From an optimization exercise on the open Yosys and OpenROAD flow, aimed at small area; shortcuts taken in it are not production practice.
In this exercise RTL edits were held to simulation tests only and were not proved equivalent to the original.
Power figures rest on the tool's default switching activity, not on a simulated workload.

== tundra ==
## smart_pill_box
module smart_pill_box(
	input              clk,
	input              rst_n,
	input      [4:1]   c,
	output     [4:1]   r,
	output             lcd_rs,
	output             lcd_rw,
	output             lcd_en,
	output     [7:0]   lcd_data,
	output             beep,
	output     [7:0]   row,
	output     [7:0]   r_col,
	output     [7:0]   g_col
	);
export LEC_CHECK = 0
export ABC_AREA = 1
export CAP_MARGIN = 20
export CORE_MARGIN = 2
export CORE_UTILIZATION = 60
export CTS_BUF_LIST = sky130_fd_sc_hd__clkbuf_16
export CTS_CLUSTER_DIAMETER = 80
export CTS_CLUSTER_SIZE = 24
export SLEW_MARGIN = 20
create_clock -name core_clock -period 12.0 [get_ports {clk}]
standard.sh (not shown) runs the stock make flow with config.mk's settings and CLKGATE_MAP_FILE= SYNTH_SCRIPT=/design/flow/synth_recipe.tcl, a recipe that flattens the netlist after the stock synthesis.
==> flow/flow/run.sh <==
#!/bin/bash
# Layout flow: the standard synthesis, then the combinational logic of
# that netlist is mapped again with a stronger ABC script (the registers,
# their names and cell types are kept as they are), then the standard
# layout from floorplan to finish on the new netlist. Clock tree synthesis
# takes its options from flow/cts_args (ORFS's CTS_ARGS) when that exists.
set -euo pipefail
W=$(pwd)
F=$W/flow
R=$W/orfs/results/$FLOW_PLATFORM/smart_pill_box/base
LIB=$FLOW_HOME/platforms/sky130hd/lib/sky130_fd_sc_hd__tt_025C_1v80.lib

bash standard.sh synth > $W/synth.log 2>&1

cp $R/1_2_yosys.v $W/std_synth.v
# register cell types of the standard synthesis, kept as black boxes
FLOPS=$(grep -o 'sky130_fd_sc_hd__[a-z0-9_]*' $W/std_synth.v | sort -u | grep -E '__(df|sdf|edf|dl)' | tr '\n' ' ')
DONT_USE=$(sed -n '/DONT_USE_CELLS/,/^$/p' $FLOW_HOME/platforms/sky130hd/config.mk | tr -d '\\' | tr ' \t' '\n\n' | grep '^sky130' | sed 's/^/-dont_use /' | tr '\n' ' ')
cat > $W/remap.ys <<EOT
read_liberty -ignore_miss_func $LIB
read_verilog $W/std_synth.v
hierarchy -top $FLOW_TOP
setattr -mod -set keep_hierarchy 1 $FLOPS
flatten
opt_clean
tee -o $W/remap_before.txt stat -liberty $LIB
abc -liberty $LIB $DONT_USE -script $F/remap.abc
opt_clean -purge
splitnets
opt_clean -purge
hilomap -singleton -hicell sky130_fd_sc_hd__conb_1 HI -locell sky130_fd_sc_hd__conb_1 LO
insbuf -buf sky130_fd_sc_hd__buf_4 A X
select $FLOW_TOP
tee -o $W/remap_after.txt stat -liberty $LIB
write_verilog -noattr -nohex -nodec -selected $W/remapped.v
EOT
yosys -s $W/remap.ys > $W/remap.log 2>&1

cp $W/remapped.v $R/1_2_yosys.v
rm -f $R/1_synth.odb $R/1_synth.sdc
if [[ -f $F/cts_args ]]; then
  export CTS_ARGS="$(cat $F/cts_args)"
fi
bash standard.sh finish > $W/finish.log 2>&1
==> flow/flow/cts_args <==
-sink_clustering_enable -repair_clock_nets -sink_clustering_size 24 -sink_clustering_max_diameter 80 -buf_list sky130_fd_sc_hd__clkbuf_16 -dont_use_dummy_load
==> flow/flow/remap.abc <==
strash
&get -n
&fraig -x
&deepsyn -T 60
&put
strash
&get -n
&dch -f
&nf -a -R 1000
&put
strash
&get -n
&dch -f
&nf -a -R 1000
&put
tundra did not stop at any stage, and its layout met the timing, design-rule and antenna checks.
## Diff of input files: onyx against tundra
Settings: CORE_UTILIZATION now 50, was 60.
--- a/flow/flow/run.sh
+++ b/flow/flow/run.sh
@@ -4,4 +4,3 @@
 # their names and cell types are kept as they are), then the standard
-# layout from floorplan to finish on the new netlist. Clock tree synthesis
-# takes its options from flow/cts_args (ORFS's CTS_ARGS) when that exists.
+# layout from floorplan to finish on the new netlist.
 set -euo pipefail
@@ -40,5 +39,2 @@
 rm -f $R/1_synth.odb $R/1_synth.sdc
-if [[ -f $F/cts_args ]]; then
-  export CTS_ARGS="$(cat $F/cts_args)"
-fi
 bash standard.sh finish > $W/finish.log 2>&1
removed: flow/flow/cts_args
--- outcome ---
onyx was carried through to the last stage, and its layout satisfied the timing, design-rule and antenna checks.
tundra went all the way through synthesis, placement and routing and the layout is clean on timing, DRC and antenna.
Cmp onyx and tundra / final clock period utilization by the worst path / higher: onyx
A worst setup path startpoint of smart_pill_box_ctl_inst.change[1] is what onyx shows, while smart_pill_box_ctl_inst.change[0] belongs to tundra.
Delta (onyx minus tundra): largest fanout of any net on the critical path essentially unchanged, clock-cell share of area increased 1.2 points, highest cell delay on the worst timing path decreased 0.17 ns.
Input changes introduced in pepper (baseline for comparison: onyx):
Settings: CORE_UTILIZATION now 60, was 50.
--- a/flow/flow/run.sh
+++ b/flow/flow/run.sh
@@ -4,3 +4,4 @@
 # their names and cell types are kept as they are), then the standard
-# layout from floorplan to finish on the new netlist.
+# layout from floorplan to finish on the new netlist. Clock tree synthesis
+# takes its options from flow/cts_args (ORFS's CTS_ARGS) when that exists.
 set -euo pipefail
@@ -39,2 +40,5 @@
 rm -f $R/1_synth.odb $R/1_synth.sdc
+if [[ -f $F/cts_args ]]; then
+  export CTS_ARGS="$(cat $F/cts_args)"
+fi
 bash standard.sh finish > $W/finish.log 2>&1
==> flow/flow/cts_args (new file) <==
-sink_clustering_enable -repair_clock_nets -sink_clustering_size 24 -sink_clustering_max_diameter 80 -buf_list sky130_fd_sc_hd__clkbuf_16 -tree_buf sky130_fd_sc_hd__clkbuf_8 -dont_use_dummy_load
==> comparison <==
- Final critical path time including I/O delays and setup: pepper vs onyx down 0.19 ns
- Cmp pepper and onyx / wire length on met1 / lower: pepper
- Between pepper and onyx, the proportion of final cell area spent on non-clock buffers figures differ only marginally.
- Total number of nets in the final design came out lower on pepper than on onyx.
- Summary — clock-buffer cell count, pepper relative to onyx: lower, by 13%.
- Between pepper and onyx, arrival time of the worst setup path is higher for onyx, pepper comes in under that.
Input changes introduced in juniper (baseline for comparison: pepper):
Settings: CORE_UTILIZATION now 50, was 60; CTS_CLUSTER_DIAMETER now 60, was 80; CTS_BUF_LIST now sky130_fd_sc_hd__clkbuf_8, was sky130_fd_sc_hd__clkbuf_16; CTS_CLUSTER_SIZE now 16, was 24.
--- a/flow/flow/run.sh
+++ b/flow/flow/run.sh
@@ -4,4 +4,3 @@
 # their names and cell types are kept as they are), then the standard
-# layout from floorplan to finish on the new netlist. Clock tree synthesis
-# takes its options from flow/cts_args (ORFS's CTS_ARGS) when that exists.
+# layout from floorplan to finish on the new netlist.
 set -euo pipefail
@@ -40,5 +39,2 @@
 rm -f $R/1_synth.odb $R/1_synth.sdc
-if [[ -f $F/cts_args ]]; then
-  export CTS_ARGS="$(cat $F/cts_args)"
-fi
 bash standard.sh finish > $W/finish.log 2>&1
--- a/flow/flow/remap.abc
+++ b/flow/flow/remap.abc
@@ -3,4 +3,5 @@
 &fraig -x
-&deepsyn -T 60
 &put
+scorr
+dc2
 strash
removed: flow/flow/cts_args
## What came out
Re average cell area after synthesis: juniper is 0.13 um2 down on pepper.
| wire length | lower: pepper |
Setup slack: juniper more than pepper
juniper vs pepper: combinational power up by more than half
Going from pepper to juniper, area of the mapped netlist grows by about 3%.
Layout-stage area growth over the synthesis result for juniper is higher than for pepper.
Measured against pepper, the die area of juniper comes out at 1.2 times the reference value.
Number of cells on the worst reg-to-reg path, pepper and juniper: smaller value in pepper
Delta (juniper minus pepper): power increased 11%; worst hold slack essentially unchanged.

========
Starting RTL as in the previous note.
Settings: LEC_CHECK=0, ABC_AREA=1, CAP_MARGIN=20, CORE_MARGIN=2, CORE_UTILIZATION=50, CTS_BUF_LIST=sky130_fd_sc_hd__clkbuf_8, CTS_CLUSTER_DIAMETER=60, CTS_CLUSTER_SIZE=16, GPL_TIMING_DRIVEN=0, SLEW_MARGIN=20; clock period 12.0 ns.
==> flow/flow/run.sh <==
#!/bin/bash
# Layout flow: the standard synthesis, then the combinational logic of
# that netlist is mapped again with a stronger ABC script (the registers,
# their names and cell types are kept as they are), then the standard
# layout from floorplan to finish on the new netlist.
set -euo pipefail
W=$(pwd)
F=$W/flow
R=$W/orfs/results/$FLOW_PLATFORM/smart_pill_box/base
LIB=$FLOW_HOME/platforms/sky130hd/lib/sky130_fd_sc_hd__tt_025C_1v80.lib

bash standard.sh synth > $W/synth.log 2>&1

cp $R/1_2_yosys.v $W/std_synth.v
# register cell types of the standard synthesis, kept as black boxes
FLOPS=$(grep -o 'sky130_fd_sc_hd__[a-z0-9_]*' $W/std_synth.v | sort -u | grep -E '__(df|sdf|edf|dl)' | tr '\n' ' ')
DONT_USE=$(sed -n '/DONT_USE_CELLS/,/^$/p' $FLOW_HOME/platforms/sky130hd/config.mk | tr -d '\\' | tr ' \t' '\n\n' | grep '^sky130' | sed 's/^/-dont_use /' | tr '\n' ' ')
cat > $W/remap.ys <<EOT
read_liberty -ignore_miss_func $LIB
read_verilog $W/std_synth.v
hierarchy -top $FLOW_TOP
setattr -mod -set keep_hierarchy 1 $FLOPS
flatten
opt_clean
tee -o $W/remap_before.txt stat -liberty $LIB
abc -liberty $LIB $DONT_USE -script $F/remap.abc
opt_clean -purge
splitnets
opt_clean -purge
hilomap -singleton -hicell sky130_fd_sc_hd__conb_1 HI -locell sky130_fd_sc_hd__conb_1 LO
insbuf -buf sky130_fd_sc_hd__buf_4 A X
select $FLOW_TOP
tee -o $W/remap_after.txt stat -liberty $LIB
write_verilog -noattr -nohex -nodec -selected $W/remapped.v
EOT
yosys -s $W/remap.ys > $W/remap.log 2>&1

cp $W/remapped.v $R/1_2_yosys.v
rm -f $R/1_synth.odb $R/1_synth.sdc
bash standard.sh finish > $W/finish.log 2>&1
==> flow/flow/remap.abc <==
strash
&get -n
&fraig -x
&deepsyn -T 60
&put
strash
&get -n
&dch -f
&nf -a -R 1000
&put
strash
&get -n
&dch -f
&nf -a -R 1000
&put
Change:
CORE_UTILIZATION = 60   (was 50)
CTS_BUF_LIST = sky130_fd_sc_hd__clkbuf_16   (was sky130_fd_sc_hd__clkbuf_8)
CTS_CLUSTER_DIAMETER = 80   (was 60)
CTS_CLUSTER_SIZE = 24   (was 16)
GPL_TIMING_DRIVEN = default   (was 0)
The new run completed with no timing, DRC or antenna violations.
Cell count is lower by a few percent.
Worst setup slack gains 1.2 ns.
Final area fell by a few percent.
Wire length goes down slightly.
Non-clock buffer count shrinks by 13.
Change:
--- a/flow/flow/run.sh
+++ b/flow/flow/run.sh
@@ -3,5 +3,7 @@
 # that netlist is mapped again with a stronger ABC script (the registers,
 # their names and cell types are kept as they are), then the standard
-# layout from floorplan to finish on the new netlist.
+# layout from floorplan to finish on the new netlist. Clock tree synthesis
+# takes its options from flow/cts_args (ORFS's CTS_ARGS) and port buffering
+# from flow/buffer_ports_args (ORFS's BUFFER_PORTS_ARGS) when they exist.
 set -euo pipefail
 W=$(pwd)
@@ -38,3 +40,9 @@
 cp $W/remapped.v $R/1_2_yosys.v
 rm -f $R/1_synth.odb $R/1_synth.sdc
+if [[ -f $F/cts_args ]]; then
+  export CTS_ARGS="$(cat $F/cts_args)"
+fi
+if [[ -f $F/buffer_ports_args ]]; then
+  export BUFFER_PORTS_ARGS="$(cat $F/buffer_ports_args)"
+fi
 bash standard.sh finish > $W/finish.log 2>&1
==> flow/flow/buffer_ports_args (new file) <==
-buffer_cell sky130_fd_sc_hd__buf_1
==> flow/flow/cts_args (new file) <==
-sink_clustering_enable -repair_clock_nets -sink_clustering_size 24 -sink_clustering_max_diameter 80 -buf_list sky130_fd_sc_hd__clkbuf_16 -dont_use_dummy_load
Outcome: The new run produced a clean layout. Setup slack loses 0.41 ns. Sequential cell count does not change. Total power decreases by 1.2%. Cell count barely changes. Synthesized area does not change. Worst hold slack is about the same. Sequential share of layout area grows by 0.55 points. Sequential power stays flat. Clock power decreases by 3.6%.
Change:
removed: flow/flow/buffer_ports_args
After rerunning: The changed run ran to the end with no violations. Clock skew falls by 0.0059 ns. Core utilization rises by 0.47 points. Synthesized cell count stays the same. Design area rises by about 0.7%. Global-route usage rises by 0.12 points.

========
north:
smart_pill_box, a different RTL version from the one above (not shown whole).
Size in the first run: roughly 46 I/O pins, roughly 0.019 mm² of cells after synthesis.
## smart_pill_box
module smart_pill_box(
	input              clk,
	input              rst_n,
	input      [4:1]   c,
	output     [4:1]   r,
	output             lcd_rs,
	output             lcd_rw,
	output             lcd_en,
	output     [7:0]   lcd_data,
	output             beep,
	output     [7:0]   row,
	output     [7:0]   r_col,
	output     [7:0]   g_col
	);
wire [3:0]  kcode;
wire        kev;
wire [1:0]  mode, index;
wire [19:0] xd;
wire        xd_bl, xd_on;
wire [2:0]  rstate;
wire        gstate;
wire        alarm_ctl;
wire [127:0] codes;
scankeyboard_debounce scankeyboard_debounce_inst(
	.clk(clk), .rst_n(rst_n), .r(r), .c(c), .kcode(kcode), .kev(kev));
smart_pill_box_ctl smart_pill_box_ctl_inst(
	.clk(clk), .rst_n(rst_n), .kcode(kcode), .kev(kev),
	.mode(mode), .index(index), .xd(xd), .xd_bl(xd_bl), .xd_on(xd_on),
	.rstate(rstate), .gstate(gstate), .alarm_ctl(alarm_ctl));
lattic lattic_inst(
	.clk(clk), .rst_n(rst_n), .rstate(rstate), .gstate(gstate),
	.alarm_ctl(alarm_ctl), .row(row), .r_col(r_col), .g_col(g_col), .beep(beep));
lcd1602_display lcd1602_display_inst(
	.mode(mode), .index(index), .xd(xd), .xd_bl(xd_bl), .xd_on(xd_on),
	.codes(codes));
lcd1602_driver lcd1602_driver_inst(
	.clk(clk), .rst_n(rst_n), .codes(codes), .lcd_rs(lcd_rs), .lcd_rw(lcd_rw), .lcd_en(lcd_en),
	.lcd_data(lcd_data));
endmodule
clock: 12.0 ns
lec_check: 0
abc_area: 1
cap_margin: 20
core_margin: 2
core_utilization: 60
cts_buf_list: sky130_fd_sc_hd__clkbuf_16
cts_cluster_diameter: 80
cts_cluster_size: 24
slew_margin: 20
==> flow/flow/run.sh <==
#!/bin/bash
# Layout flow: the standard synthesis, then the combinational logic of
# that netlist is mapped again with a stronger ABC script (the registers,
# their names and cell types are kept as they are), then the standard
# layout from floorplan to finish on the new netlist. Clock tree synthesis
# takes its options from flow/cts_args (ORFS's CTS_ARGS) and port buffering
# from flow/buffer_ports_args (ORFS's BUFFER_PORTS_ARGS) when they exist.
set -euo pipefail
W=$(pwd)
F=$W/flow
R=$W/orfs/results/$FLOW_PLATFORM/smart_pill_box/base
LIB=$FLOW_HOME/platforms/sky130hd/lib/sky130_fd_sc_hd__tt_025C_1v80.lib

bash standard.sh synth > $W/synth.log 2>&1

cp $R/1_2_yosys.v $W/std_synth.v
# register cell types of the standard synthesis, kept as black boxes
FLOPS=$(grep -o 'sky130_fd_sc_hd__[a-z0-9_]*' $W/std_synth.v | sort -u | grep -E '__(df|sdf|edf|dl)' | tr '\n' ' ')
DONT_USE=$(sed -n '/DONT_USE_CELLS/,/^$/p' $FLOW_HOME/platforms/sky130hd/config.mk | tr -d '\\' | tr ' \t' '\n\n' | grep '^sky130' | sed 's/^/-dont_use /' | tr '\n' ' ')
# four runs of the ABC script with different random seeds, in parallel;
# the smallest result is kept
for S in 0 1 2 3; do
  sed "s/@SEED@/$S/" $F/remap.abc > $W/remap_$S.abc
  cat > $W/remap_$S.ys <<EOT
read_liberty -ignore_miss_func $LIB
read_verilog $W/std_synth.v
hierarchy -top $FLOW_TOP
setattr -mod -set keep_hierarchy 1 $FLOPS
flatten
opt_clean
tee -o $W/remap_before_$S.txt stat -liberty $LIB
abc -liberty $LIB $DONT_USE -script $W/remap_$S.abc
opt_clean -purge
splitnets
opt_clean -purge
hilomap -singleton -hicell sky130_fd_sc_hd__conb_1 HI -locell sky130_fd_sc_hd__conb_1 LO
insbuf -buf sky130_fd_sc_hd__buf_4 A X
select $FLOW_TOP
tee -o $W/remap_after_$S.txt stat -liberty $LIB
write_verilog -noattr -nohex -nodec -selected $W/remapped_$S.v
EOT
  yosys -s $W/remap_$S.ys > $W/remap_$S.log 2>&1 &
done
wait
BEST=""; BEST_AREA=""
for S in 0 1 2 3; do
  A=$( (grep "Chip area for module" $W/remap_after_$S.txt || true) | awk '{print $NF}')
  if [[ -n "$A" && -s $W/remapped_$S.v ]]; then
    if [[ -z "$BEST" ]] || awk -v a="$A" -v b="$BEST_AREA" 'BEGIN{exit !(a < b)}'; then
      BEST=$S; BEST_AREA=$A
    fi
  fi
done
echo "remap: kept seed $BEST, area $BEST_AREA" > $W/remap_choice.txt
cp $W/remapped_$BEST.v $W/remapped.v

cp $W/remapped.v $R/1_2_yosys.v
rm -f $R/1_synth.odb $R/1_synth.sdc
if [[ -f $F/cts_args ]]; then
  export CTS_ARGS="$(cat $F/cts_args)"
fi
if [[ -f $F/buffer_ports_args ]]; then
  export BUFFER_PORTS_ARGS="$(cat $F/buffer_ports_args)"
fi
bash standard.sh finish > $W/finish.log 2>&1
==> flow/flow/cts_args <==
-sink_clustering_enable -repair_clock_nets -sink_clustering_size 28 -sink_clustering_max_diameter 80 -buf_list sky130_fd_sc_hd__clkbuf_16 -dont_use_dummy_load
==> flow/flow/remap.abc <==
strash
&get -n
&fraig -x
&deepsyn -T 90 -S @SEED@
&put
strash
&get -n
&dch -f
&nf -a -R 1000
&put
strash
&get -n
&dch -f
&nf -a -R 1000
&put
Other scripts of this flow, unchanged in this note and not shown: flow/flow/buffer_ports_args
Edits applied to the flow inputs when going from north to south:
- changing CAP_MARGIN from 20 to 0
- changing SLEW_MARGIN from 20 to 0
==> flow/flow/cts_args <==
-sink_clustering_enable -repair_clock_nets -sink_clustering_size 24 -sink_clustering_max_diameter 80 -buf_list sky130_fd_sc_hd__clkbuf_16 -dont_use_dummy_load
Findings:
In the flow results for south and north, the synthesis-to-layout area growth is larger on south. Changes observed in south relative to north: slack of the critical path went down by 0.0059 ns; average wire per cell in the routed design has remained practically unchanged; post-route standard cell area excluding fillers neither gained nor lost much.
Setup changes, south to east
- swapping 0 for 20 in CAP_MARGIN
- swapping 0 for 20 in SLEW_MARGIN
diff --git a/flow/flow/run.sh b/flow/flow/run.sh
--- a/flow/flow/run.sh
+++ b/flow/flow/run.sh
@@ -18,9 +18,5 @@
 FLOPS=$(grep -o 'sky130_fd_sc_hd__[a-z0-9_]*' $W/std_synth.v | sort -u | grep -E '__(df|sdf|edf|dl)' | tr '\n' ' ')
 DONT_USE=$(sed -n '/DONT_USE_CELLS/,/^$/p' $FLOW_HOME/platforms/sky130hd/config.mk | tr -d '\\' | tr ' \t' '\n\n' | grep '^sky130' | sed 's/^/-dont_use /' | tr '\n' ' ')
-# four runs of the ABC script with different random seeds, in parallel;
-# the smallest result is kept
-for S in 0 1 2 3; do
-  sed "s/@SEED@/$S/" $F/remap.abc > $W/remap_$S.abc
-  cat > $W/remap_$S.ys <<EOT
+cat > $W/remap.ys <<EOT
 read_liberty -ignore_miss_func $LIB
 read_verilog $W/std_synth.v
@@ -29,6 +25,6 @@
 flatten
 opt_clean
-tee -o $W/remap_before_$S.txt stat -liberty $LIB
-abc -liberty $LIB $DONT_USE -script $W/remap_$S.abc
+tee -o $W/remap_before.txt stat -liberty $LIB
+abc -liberty $LIB $DONT_USE -script $F/remap.abc
 opt_clean -purge
 splitnets
@@ -37,21 +33,8 @@
 insbuf -buf sky130_fd_sc_hd__buf_4 A X
 select $FLOW_TOP
-tee -o $W/remap_after_$S.txt stat -liberty $LIB
-write_verilog -noattr -nohex -nodec -selected $W/remapped_$S.v
+tee -o $W/remap_after.txt stat -liberty $LIB
+write_verilog -noattr -nohex -nodec -selected $W/remapped.v
 EOT
-  yosys -s $W/remap_$S.ys > $W/remap_$S.log 2>&1 &
-done
-wait
-BEST=""; BEST_AREA=""
-for S in 0 1 2 3; do
-  A=$( (grep "Chip area for module" $W/remap_after_$S.txt || true) | awk '{print $NF}')
-  if [[ -n "$A" && -s $W/remapped_$S.v ]]; then
-    if [[ -z "$BEST" ]] || awk -v a="$A" -v b="$BEST_AREA" 'BEGIN{exit !(a < b)}'; then
-      BEST=$S; BEST_AREA=$A
-    fi
-  fi
-done
-echo "remap: kept seed $BEST, area $BEST_AREA" > $W/remap_choice.txt
-cp $W/remapped_$BEST.v $W/remapped.v
+yosys -s $W/remap.ys > $W/remap.log 2>&1
 
 cp $W/remapped.v $R/1_2_yosys.v
==> flow/flow/remap.abc <==
strash
&get -n
&fraig -x
&deepsyn -T 60
&put
strash
&get -n
&dch -f
&nf -a -R 1000
&put
strash
&get -n
&dch -f
&nf -a -R 1000
&put
[summary]
Per the comparison of east with south, sum of internal, switching and leakage power +0.32 mW; post-layout instance area grew by 88 µm²; relative contribution of the clock network to total power lost 4.7 points. [compare] base=south new=east: x dimension of the die held; detailed-route wire length fell by about 1.5%; cell area after technology mapping now sits higher.
--- input diff east..west ---
- a change of CAP_MARGIN from 20 to 10
- a change of SLEW_MARGIN from 20 to 10
diff --git a/flow/flow/run.sh b/flow/flow/run.sh
--- a/flow/flow/run.sh
+++ b/flow/flow/run.sh
@@ -18,5 +18,9 @@
 FLOPS=$(grep -o 'sky130_fd_sc_hd__[a-z0-9_]*' $W/std_synth.v | sort -u | grep -E '__(df|sdf|edf|dl)' | tr '\n' ' ')
 DONT_USE=$(sed -n '/DONT_USE_CELLS/,/^$/p' $FLOW_HOME/platforms/sky130hd/config.mk | tr -d '\\' | tr ' \t' '\n\n' | grep '^sky130' | sed 's/^/-dont_use /' | tr '\n' ' ')
-cat > $W/remap.ys <<EOT
+# four runs of the ABC script with different random seeds, in parallel;
+# the smallest result is kept
+for S in 0 1 2 3; do
+  sed "s/@SEED@/$S/" $F/remap.abc > $W/remap_$S.abc
+  cat > $W/remap_$S.ys <<EOT
 read_liberty -ignore_miss_func $LIB
 read_verilog $W/std_synth.v
@@ -25,6 +29,6 @@
 flatten
 opt_clean
-tee -o $W/remap_before.txt stat -liberty $LIB
-abc -liberty $LIB $DONT_USE -script $F/remap.abc
+tee -o $W/remap_before_$S.txt stat -liberty $LIB
+abc -liberty $LIB $DONT_USE -script $W/remap_$S.abc
 opt_clean -purge
 splitnets
@@ -33,8 +37,21 @@
 insbuf -buf sky130_fd_sc_hd__buf_4 A X
 select $FLOW_TOP
-tee -o $W/remap_after.txt stat -liberty $LIB
-write_verilog -noattr -nohex -nodec -selected $W/remapped.v
+tee -o $W/remap_after_$S.txt stat -liberty $LIB
+write_verilog -noattr -nohex -nodec -selected $W/remapped_$S.v
 EOT
-yosys -s $W/remap.ys > $W/remap.log 2>&1
+  yosys -s $W/remap_$S.ys > $W/remap_$S.log 2>&1 &
+done
+wait
+BEST=""; BEST_AREA=""
+for S in 0 1 2 3; do
+  A=$( (grep "Chip area for module" $W/remap_after_$S.txt || true) | awk '{print $NF}')
+  if [[ -n "$A" && -s $W/remapped_$S.v ]]; then
+    if [[ -z "$BEST" ]] || awk -v a="$A" -v b="$BEST_AREA" 'BEGIN{exit !(a < b)}'; then
+      BEST=$S; BEST_AREA=$A
+    fi
+  fi
+done
+echo "remap: kept seed $BEST, area $BEST_AREA" > $W/remap_choice.txt
+cp $W/remapped_$BEST.v $W/remapped.v
 
 cp $W/remapped.v $R/1_2_yosys.v
==> flow/flow/remap.abc <==
strash
&get -n
&fraig -x
&deepsyn -T 90 -S @SEED@
&put
strash
&get -n
&dch -f
&nf -a -R 1000
&put
strash
&get -n
&dch -f
&nf -a -R 1000
&put
--- outcome ---
Clock period minus worst slack: lower on east
west went all the way through synthesis, placement and routing and the layout is clean on timing, DRC and antenna.
As far as number of flip-flops and latches goes, east and west are indistinguishable; the numbers are identical.
west reports its highest metal layer with signal wires as met5 while east reports met4.
On floorplan die area, east loses to west.

static timing again, ports no longer ideal:
In the flow no input, the clock included, has a driving cell. The finished layouts below were timed again as built, in two steps. Step 1 assumes that a clkbuf_16 drives the clock port and a buf_2 every other input. Step 2 times the ports against the registers' clock, not the clock port: input delays grow and output delays shrink by t, the midpoint of the rising clock arrivals with the driver on. a / b / c = no drivers / after step 1 / after step 2; a / b = the first two.
run	shift t [ns]	slack for setup (ns)	hold WS [ns]	worst setup path after step 2	cell pins on the clock port's net
tundra	0.591	6.319 / 6.319 / 6.319	0.356 / 0.356 / 0.356	register to register	1
onyx	0.639	6.126 / 6.126 / 6.126	0.329 / 0.329 / 0.329	register to register	1
pepper	0.591	6.319 / 6.319 / 6.319	0.356 / 0.356 / 0.356	register to register	1
juniper	0.696	6.603 / 6.603 / 6.603	0.355 / 0.355 / 0.355	register to register	1
the first run of note 2	0.681	5.064 / 5.064 / 5.064	0.358 / 0.358 / 0.358	register to register	1
the second run of note 2	0.609	6.238 / 6.238 / 6.238	0.358 / 0.358 / 0.358	register to register	1
the third run of note 2	0.601	5.829 / 5.829 / 5.829	0.355 / 0.355 / 0.355	register to register	1
the fourth run of note 2	0.591	6.319 / 6.319 / 6.319	0.356 / 0.356 / 0.356	register to register	1
north	0.591	5.378 / 5.378 / 5.378	0.360 / 0.360 / 0.360	register to register	1
south	0.589	5.372 / 5.372 / 5.372	0.356 / 0.356 / 0.356	register to register	1
east	0.589	5.508 / 5.508 / 5.508	0.351 / 0.351 / 0.351	register to register	1
west	0.589	5.372 / 5.372 / 5.372	0.356 / 0.356 / 0.356	register to register	1
After both steps setup and hold are still met in every run listed.
